Context: an optimization exercise on an open-source flow, tuned for small area and a short achievable clock period. The choices shown serve that exercise and are no tape-out recipe.
In this exercise RTL edits were held to simulation tests only and were not proved equivalent to the original.
Power and IR drop assume default switching activity.

## ember
==> flow/design.v (excerpt) <==
module mult_top(
    input clk,
    input  [15:0] x,
    input  [15:0] y,
    output [31:0] p_out
    );
    wire [1:0] gx, gy;
    wire [10:1] wx, wy;
    wire xz, yz;
    reg  [1:0] gx1, gy1;
    reg  [10:1] wx1, wy1;
    reg  sgn1, nz1;
    ALM10_SOA_win ux(.x(x), .g(gx), .w(wx), .xz(xz));
    ALM10_SOA_win uy(.x(y), .g(gy), .w(wy), .xz(yz));
    wire [7:0] h;
    wire [11:0] g;
    wire sn;
    reg  [7:0] h2;
    reg  [11:0] g2;
    reg  sn2;
    ALM10_SOA_mid um(.gx(gx1), .wx(wx1), .gy(gy1), .wy(wy1), .sgn(sgn1), .nz(nz1),
                     .h(h), .g(g), .sn(sn));
    always @(posedge clk) begin
        gx1 <= gx;  wx1 <= wx;  gy1 <= gy;  wy1 <= wy;
        sgn1 <= x[15] ^ y[15];  nz1 <= ~(xz | yz);
        h2 <= h;    g2 <= g;    sn2 <= sn;
    end
    ALM10_SOA_out uo(.h(h2), .g(g2), .sn(sn2), .p(p_out));
endmodule
==> flow/config.mk <==
export PLATFORM = sky130hd
export DESIGN_NAME = mult_top
export DESIGN_NICKNAME = mult_top
export VERILOG_FILES = /design/flow/design.v
export SDC_FILE = /design/flow/constraint.sdc
export NUM_CORES = 4
export LEC_CHECK = 0
export CAP_MARGIN = 20
export CORE_MARGIN = 2
export CORE_UTILIZATION = 40
export SETUP_SLACK_MARGIN = 4.0
export SLEW_MARGIN = 20
export SYNTH_HIERARCHICAL = 1
==> flow/constraint.sdc <==
create_clock -name core_clock -period 7.0 [get_ports {clk}]
set_input_delay 1.4000 -clock core_clock [delete_from_list [all_inputs] [get_ports {clk}]]
set_output_delay 1.4000 -clock core_clock [all_outputs]
set_load 0.01 [all_outputs]
standard.sh (not shown) runs the stock make flow with config.mk's settings and CLKGATE_MAP_FILE= SYNTH_SCRIPT=/design/flow/synth_recipe.tcl, a recipe that flattens the netlist after the stock synthesis.
==> flow/flow/run.sh <==
#!/bin/bash
# The standard layout, with plain buffers (not delay cells) on the ports.
set -euo pipefail
bash standard.sh BUFFER_PORTS_ARGS="-buffer_cell sky130_fd_sc_hd__buf_1" CTS_ARGS="-sink_clustering_enable -repair_clock_nets -dont_use_dummy_load" finish > flow_make.log 2>&1
Every stage of the flow completed for ember, and the final layout passed the timing, DRC and antenna checks.
### ember -> nickel
==> flow/flow/run.sh <==
#!/bin/bash
# The standard layout, with plain buffers (not delay cells) on the ports.
set -euo pipefail
bash standard.sh BUFFER_PORTS_ARGS="-buffer_cell sky130_fd_sc_hd__buf_1" ABC_LOAD_IN_FF=1 CTS_ARGS="-sink_clustering_enable -repair_clock_nets -dont_use_dummy_load" finish > flow_make.log 2>&1
diff --git a/flow/config.mk b/flow/config.mk
--- a/flow/config.mk
+++ b/flow/config.mk
@@ -11 +11 @@
-export SETUP_SLACK_MARGIN = 4.0
+export SETUP_SLACK_MARGIN = 4.2
@@ -13,0 +14 @@
+export TNS_END_PERCENT = 5
==> comparison <==
- Every stage of the flow completed for nickel, and the final layout passed the timing, DRC and antenna checks.
- Having completed the whole flow, ember delivered a layout that passed the timing, DRC and antenna checks.
- Relative to ember, floorplan core area decreased by 41 µm² in nickel.
- Between nickel and ember, it is nickel whose first-pass GRT wire length is lower, by 140 µm.
- Changes observed in nickel relative to ember: worst slack after detailed placement moved down; fmax moved up; minimum hold slack moved up; utilization moved up; total power of the final layout moved up.
- nickel vs. ember: total cell area at the placement stage went down by 1.2%.
- nickel vs. ember: power per unit of standard cell area grew by about 4%, share of total power in the clock network shrank by 0.7 points.
For harbor, these inputs were changed with respect to nickel:
==> flow/flow/run.sh <==
#!/bin/bash
# The standard layout, with plain buffers (not delay cells) on the ports.
set -euo pipefail
bash standard.sh BUFFER_PORTS_ARGS="-buffer_cell sky130_fd_sc_hd__buf_1" CTS_ARGS="-sink_clustering_enable -repair_clock_nets -dont_use_dummy_load" finish > flow_make.log 2>&1
diff --git a/flow/config.mk b/flow/config.mk
--- a/flow/config.mk
+++ b/flow/config.mk
@@ -11 +11 @@
-export SETUP_SLACK_MARGIN = 4.2
+export SETUP_SLACK_MARGIN = 4.1
@@ -14 +13,0 @@
-export TNS_END_PERCENT = 5
## What came out
- Compared with nickel, harbor shows a growth of design area from synthesis to finish that is 2.6 points lower.
- Sequential share of layout area: nickel and harbor compared, higher one is harbor
- When harbor is set beside nickel, its number of multi-input combinational cells turns out to be 1 smaller.
- | setup slack | harbor vs nickel | ≈ equal |
- The lower overall die area came out of nickel.
--- input diff harbor..tundra ---
==> flow/flow/run.sh <==
#!/bin/bash
# The standard layout, with plain buffers (not delay cells) on the ports.
set -euo pipefail
bash standard.sh BUFFER_PORTS_ARGS="-buffer_cell sky130_fd_sc_hd__buf_1" ABC_LOAD_IN_FF=1 CTS_ARGS="-sink_clustering_enable -repair_clock_nets -dont_use_dummy_load" finish > flow_make.log 2>&1
diff --git a/flow/config.mk b/flow/config.mk
--- a/flow/config.mk
+++ b/flow/config.mk
@@ -11 +11 @@
-export SETUP_SLACK_MARGIN = 4.1
+export SETUP_SLACK_MARGIN = 4.0
==> comparison <==
tundra: flow completed, timing, DRC and antenna clean. The end of the critical path comes out p_out[18] in one run and p_out[11] in the other, namely in tundra and harbor respectively. Higher power per unit of standard cell area goes to harbor over tundra. Power in tundra is about 5.6% below harbor. tundra vs harbor — upper clock frequency limit dropped 1.6%. Per the comparison of tundra with harbor, clock slew seen by the registers of the worst setup and hold paths did not really move, synthesized-area fraction occupied by xor and xnor cells went up, violation count after the first detailed-routing iteration went up, area of all sequential standard cells went down.

==> port drivers added, routing unchanged <==
The results above use ideal ports. As a check the final layouts listed here were re-extracted and re-timed, cells and wires unchanged. Step 1, drivers: a clkbuf_16 drives clk and a buf_2 each remaining input, both assumed. Step 2 also shifts input and output timing later by t, the mid clock arrival at the registers, as if the neighbouring blocks saw the same clock. Three values: ideal, step 1, step 2; two values: the first two.
run	t (ns)	slack for setup (ns)	hold slack, ns	worst setup path at the end	slew at the worst register clock pin (ns)
ember	0.312	4.071 / 4.043 / 3.836	0.499 / 0.499 / 0.499	input to register	0.08 / 0.08
nickel	0.310	4.141 / 4.115 / 3.890	0.503 / 0.503 / 0.503	input to register	0.08 / 0.08
harbor	0.315	4.140 / 4.111 / 3.915	0.499 / 0.499 / 0.499	input to register	0.09 / 0.09
tundra	0.309	4.095 / 4.069 / 3.889	0.504 / 0.504 / 0.504	input to register	0.08 / 0.08
After both steps every run listed still meets setup and hold. For nickel, which loses most, drivers alone change the setup slack by -0.026 ns; drivers and shift together by -0.251 ns.
